This design comes from an exercise in tuning for small area and a short achievable clock period on the open sky130 flow, not from production work.
Function was not checked in any run shown here: the RTL went through the layout flow alone.

==> flow/design.v (outline; a module is shown in full before it is edited, if it fits) <==
// module mul64_multi: 1125 lines
// module fa: 4 lines
// module ha: 4 lines
module mul64_multi(input clk, input [63:0] A, B, output reg [127:0] Y, output done);
  // ...
==> flow/run.sh <==
#!/bin/bash
# synth_recipe.tcl (not shown) runs the flow's synth.tcl, then flattens the netlist and writes it again
# the make line also repeats each setting of config.mk as NAME=value (left out here)
make -C /OpenROAD-flow-scripts/flow DESIGN_CONFIG=/design/flow/config.mk WORK_HOME=/design/flow/orfs CLKGATE_MAP_FILE= SYNTH_SCRIPT=/design/flow/synth_recipe.tcl finish
==> flow/config.mk <==
export PLATFORM = sky130hd
export DESIGN_NAME = mul64_multi
export DESIGN_NICKNAME = mul64_multi
export VERILOG_FILES = /design/flow/design.v
export SDC_FILE = /design/flow/constraint.sdc
export NUM_CORES = 4
export LEC_CHECK = 0
export CAP_MARGIN = 20
export CORE_MARGIN = 2
export CORE_UTILIZATION = 50
export SETUP_SLACK_MARGIN = 5
export SLEW_MARGIN = 20
export SYNTH_HIERARCHICAL = 1
==> flow/constraint.sdc <==
create_clock -name core_clock -period 12.0 [get_ports {clk}]
set_input_delay 2.4000 -clock core_clock [delete_from_list [all_inputs] [get_ports {clk}]]
set_output_delay 2.4000 -clock core_clock [all_outputs]
set_load 0.01 [all_outputs]
==> results.txt, run 1 <==
CP Cell Sequence=buf_6 > xnor2_1 > fa_1 > fa_1 > fa_1 > fa_1 > fa_1 > ha_1 > a21oi_1 > o21bai_1 > a21o_1 > a41o_1 > and3b_1 > nand3_1 > a311o_1 > a21boi_0 > o21ai_0 > xor2_1; Fin Hold WS=446 ps; core area=69900 um^2; post-synthesis mux area share=0.256%; CTS H-tree lvls=2; ClkCell Share=3.04%; total grt overflow=0; status=complete, no violations; I/O Buffers=257; gr usage total=35.5%; critical path class=register to register; Fin. Hold Viols=0; die area=72500 um^2; Clock Tree Buf Depth=3; met3 wire length=15.4 mm; die width=269 um; Yosys cell types=77; Synth top area share=29.1%; FF-to-FF path depth=18; Routed Antenna Nets=0; sequential cell area=7110 um^2; CP peak stage delay=620 ps; Setup Fix Bufs, Post-CTS=3; multi-input logic area=26600 um^2; Met2 Routed Length=61.3 mm; placer congestion estimate=1.13; Cells after Synth=3361; uppermost routed layer=met4; Synth top cells by count=xnor2_1, a22oi_1, fa_1; Syn-to-layout area delta=12.9%; max reg flops=128; GRT met2 Usage=57.3%; Setup crit start kind=register; post-route cell area=39700 um^2
==> inputs of run 2 (changes only) <==
==> flow/flow/run.sh (new file) <==
#!/bin/bash
set -euo pipefail
bash standard.sh SETUP_SLACK_MARGIN=8 finish > flow_make.log 2>&1
==> flow/standard.sh (new file) <==
#!/bin/bash
# synth_recipe.tcl (not shown) runs the flow's synth.tcl, then flattens the netlist and writes it again
# the make line also repeats each setting of config.mk as NAME=value (left out here)
make -C /OpenROAD-flow-scripts/flow DESIGN_CONFIG=/design/flow/config.mk WORK_HOME=/design/flow/orfs CLKGATE_MAP_FILE= SYNTH_SCRIPT=/design/flow/synth_recipe.tcl "${@:-finish}"
--- a/flow/config.mk
+++ b/flow/config.mk
@@ -9,5 +9,4 @@
 export CORE_MARGIN = 2
 export CORE_UTILIZATION = 50
-export SETUP_SLACK_MARGIN = 5
 export SLEW_MARGIN = 20
 export SYNTH_HIERARCHICAL = 1
removed: flow/run.sh
==> run 2 against run 1 <==
- first-iteration DRC count hardly changed
- sequential share of layout area is 2.0 points lower
- highest routed layer is now met5
- largest cell class unchanged
- routed wire length is 12% higher
- still clean on timing, DRC and antenna
==> results.txt, run 2 <==
status=complete, no violations; Synth top cells by count=xnor2_1, a22oi_1, fa_1; share of layout cells above drive strength 1=23.8%; CP Max Fanout=18; first-pass GRT wire length=216 mm; number of max-cap violations=0; Reg2Reg Setup Slack=5870 ps; most flop-heavy register=Y; Syn-to-layout area delta=28.8%; Top Ports=258; die area=72500 um^2 (unchanged); Syn Area/Cell=10.5 um^2; Worst-Skew Late Latency=610 ps; placed cell areas=38600 um^2; DR DRC count=0; Fin. Hold Viols=0 (unchanged); Cells after Synth=3361 (unchanged); most frequent cells in the layout=xnor2_1, fa_1, a22oi_1, clkdlybuf4s50_1, buf_4; TritonCTS clock tree=built; yosys warns=7; dpl hpwl=97.6 mm; cell row count=97; Tmin final=6130 ps; Initial DRC Count=3966; crit path from=A_r[23]$_DFF_P_; final WL=148 mm; Setup crit start kind=register; Max Clk Rate=163 MHz; vias per cell=6.62; Post-Syn Area=35200 um^2; #FFs+latches synth=286; Least-Margin Pin Slew=1180 ps; crit path to=Y[125]$_DFFE_PP_; core area=69900 um^2 (unchanged); Async SR Flop Fraction=0%; gr usage total=40.0% (+4.5 points); top-count cell post-synth=xnor2_1; ys flop type=dfxtp_1; Synth top area share=29.1% (unchanged); Final setup viols=0; clock transition at the registers of the reported paths=80 ps; total grt overflow=0 (unchanged); initial antenna violation count=8; vias in the first global route=31666; die width=269 um (unchanged); WP data required=12320 ps; most common cell after layout, fill and taps aside=xnor2_1; I/O Buffers=257 (unchanged); Final Net Count=4310; Pre-Repair DR Iteration Count=9; post-route cell area=45300 um^2 (+14%); Slew Viols, Final=0; Yosys cell types=77 (unchanged); vias=29960; WP data arrival=6450 ps; Max-slew headroom=21.6%; RSZ-0062 raised after global routing=yes; CTS Buf Count=37; CTS H-tree lvls=2 (unchanged); clock skew=54.0 ps; Worst Hold Class=register to register; Initial Util=50.3%; critical path class=register to register; worst r2r src=A_r[23]$_DFF_P_; register area share after synthesis=19.9%; Fillers=5503; synth top area cells=fa_1, xnor2_1, a22oi_1, edfxtp_1, dfxtp_1; period utilization=51.1%; clk root buf=clkbuf_16; Routed Antenna Nets=0 (unchanged); placer congestion estimate=0.943 (-16%); cell taking the most area after synthesis=fa_1; EDFF count, synth=128; Die Y-Extent=269 um; worst r2r dst=Y[125]$_DFFE_PP_; largest net degree at the start of global routing=65; Clock Tree Buf Depth=3 (unchanged); Min-Delay Path Depth=0; routed len/inst=32.6 um; Largest regs=Y (128), A_r (64), B_r (64); Sinks on Clock Net=286; Worst setup EP type=register; setup_tns=0 ps; FF-to-FF path depth=21 (+3); max reg flops=128 (unchanged)
## run 2: worst min-delay path by stage
stage,startpoint,endpoint
global route,Y[36]$_DFFE_PP_,Y[20]$_DFFE_PP_
finish,Y[58]$_DFFE_PP_,Y[42]$_DFFE_PP_
detailed placement,Y[36]$_DFFE_PP_,Y[20]$_DFFE_PP_
global placement,Y[20]$_DFFE_PP_,Y[4]$_DFFE_PP_
CTS,Y[20]$_DFFE_PP_,Y[4]$_DFFE_PP_
floorplan,st[3]$_SDFF_PN0_,st[4]$_SDFF_PN0_
## run 2: layout make-up
| cell class | instances | area, um^2 | area share (%) |
|---|---|---|---|
| well taps | 940 | 1180 | 2.60 |
| repair buffers | 505 | 5570 | 12.3 |
| clock buffers | 52 | 1100 | 2.43 |
| clock inverters | 16 | 211 | 0.467 |
| multi-input cells | 2669 | 29900 | 65.9 |
| diodes | 3 | 7.51 | 0.0166 |
| inverters | 53 | 199 | 0.439 |
| flip-flops and latches | 286 | 7190 | 15.9 |
## run 2: stage by stage
stage / hold slack, ps / cells / setup slack [ps] / utilization (%)
3_5_place_dp: 430 / 4260 / 4490 / 55.2
6_report: 443 / 4524 / 5870 / 64.8
3_3_place_gp: 429 / 4260 / 4490 / 55.2
2_1_floorplan: 416 / 3368 / 6070 / -
5_1_grt: 457 / 4522 / 5800 / 64.8
4_1_cts: 448 / 4477 / 5940 / 63.0
## run 2: Yosys stat by module, one instance, submodules excluded
module | times used | cells
fa | 511 | 1
mul64_multi | 1 | 2826
ha | 24 | 1
## run 2: kinds of logic (layout without fill, tap and decap cells)
group | count (synthesis) | after routing | synth area share, %
AO/OA/AOI/OAI | 841 | 841 | 17.2
XOR/XNOR | 719 | 719 | 17.9
adder cells (fa/ha/maj) | 629 | 629 | 33.3
buffers and inverters | 413 | 626 | 4.64
flip-flops | 286 | 286 | 19.9
multiplexers | 8 | 8 | 0.256
other | 1 | 11 | 0.0107
AND/OR/NAND/NOR | 464 | 464 | 6.82
## run 2: critical path: stages, from the launching register on
cell,delay (ps)
dfxtp_4,560
a22oi_1,170
xnor2_1,210
fa_1,470
fa_1,480
fa_1,400
fa_1,450
fa_1,600
ha_4,210
a21oi_4,80
o21bai_1,210
a21oi_2,90
buf_6,140
a211oi_4,330
o2111ai_4,260
buf_4,210
buf_6,110
nand3_4,150
a21oi_4,90
o21a_4,260
o31ai_4,230
xor2_1,90
## run 2: repair_timing
action	in CTS	in global routing
pin swaps	135	81
setup endpoints to repair	126	103
buffers inserted	133	39
cloned	16	5
gates resized for setup	621	240
hold buffers	0	0
## run 2: layer usage
layer	up-vias	wire, um	global-route usage [%]
li1	12037	-	-
met1	15258	53600	49.6
met2	2146	66300	61.6
met3	509	17500	12.6
met4	10	10100	23.1
met5	-	69	0

==> static timing again, ports no longer ideal <==
How much do the figures lean on ideal ports? The routed layouts below were timed once more, with nothing changed but the port constraints. Step 1: set_driving_cell puts a clkbuf_16 on clk and a buf_2 on each other input, an assumption about the parent block. Step 2 also shifts input and output timing later by t, the mid clock arrival at the registers, as if the neighbouring blocks saw the same clock. Three values: ideal, step 1, step 2; two values: the first two.
| run | t, ns | setup WS [ns] | clock arrival spread, ns | worst register clock-pin slew, ns | worst slew at a driven data input, ns |
|---|---|---|---|---|---|
| run 1 | 0.642 | 5.065 / 5.065 / 5.065 | 0.023 / 0.024 | 0.07 / 0.07 | 0.13 |
| run 2 | 0.648 | 5.869 / 5.869 / 5.869 | 0.054 / 0.054 | 0.08 / 0.08 | 0.14 |
After both steps every run listed still meets setup and hold.
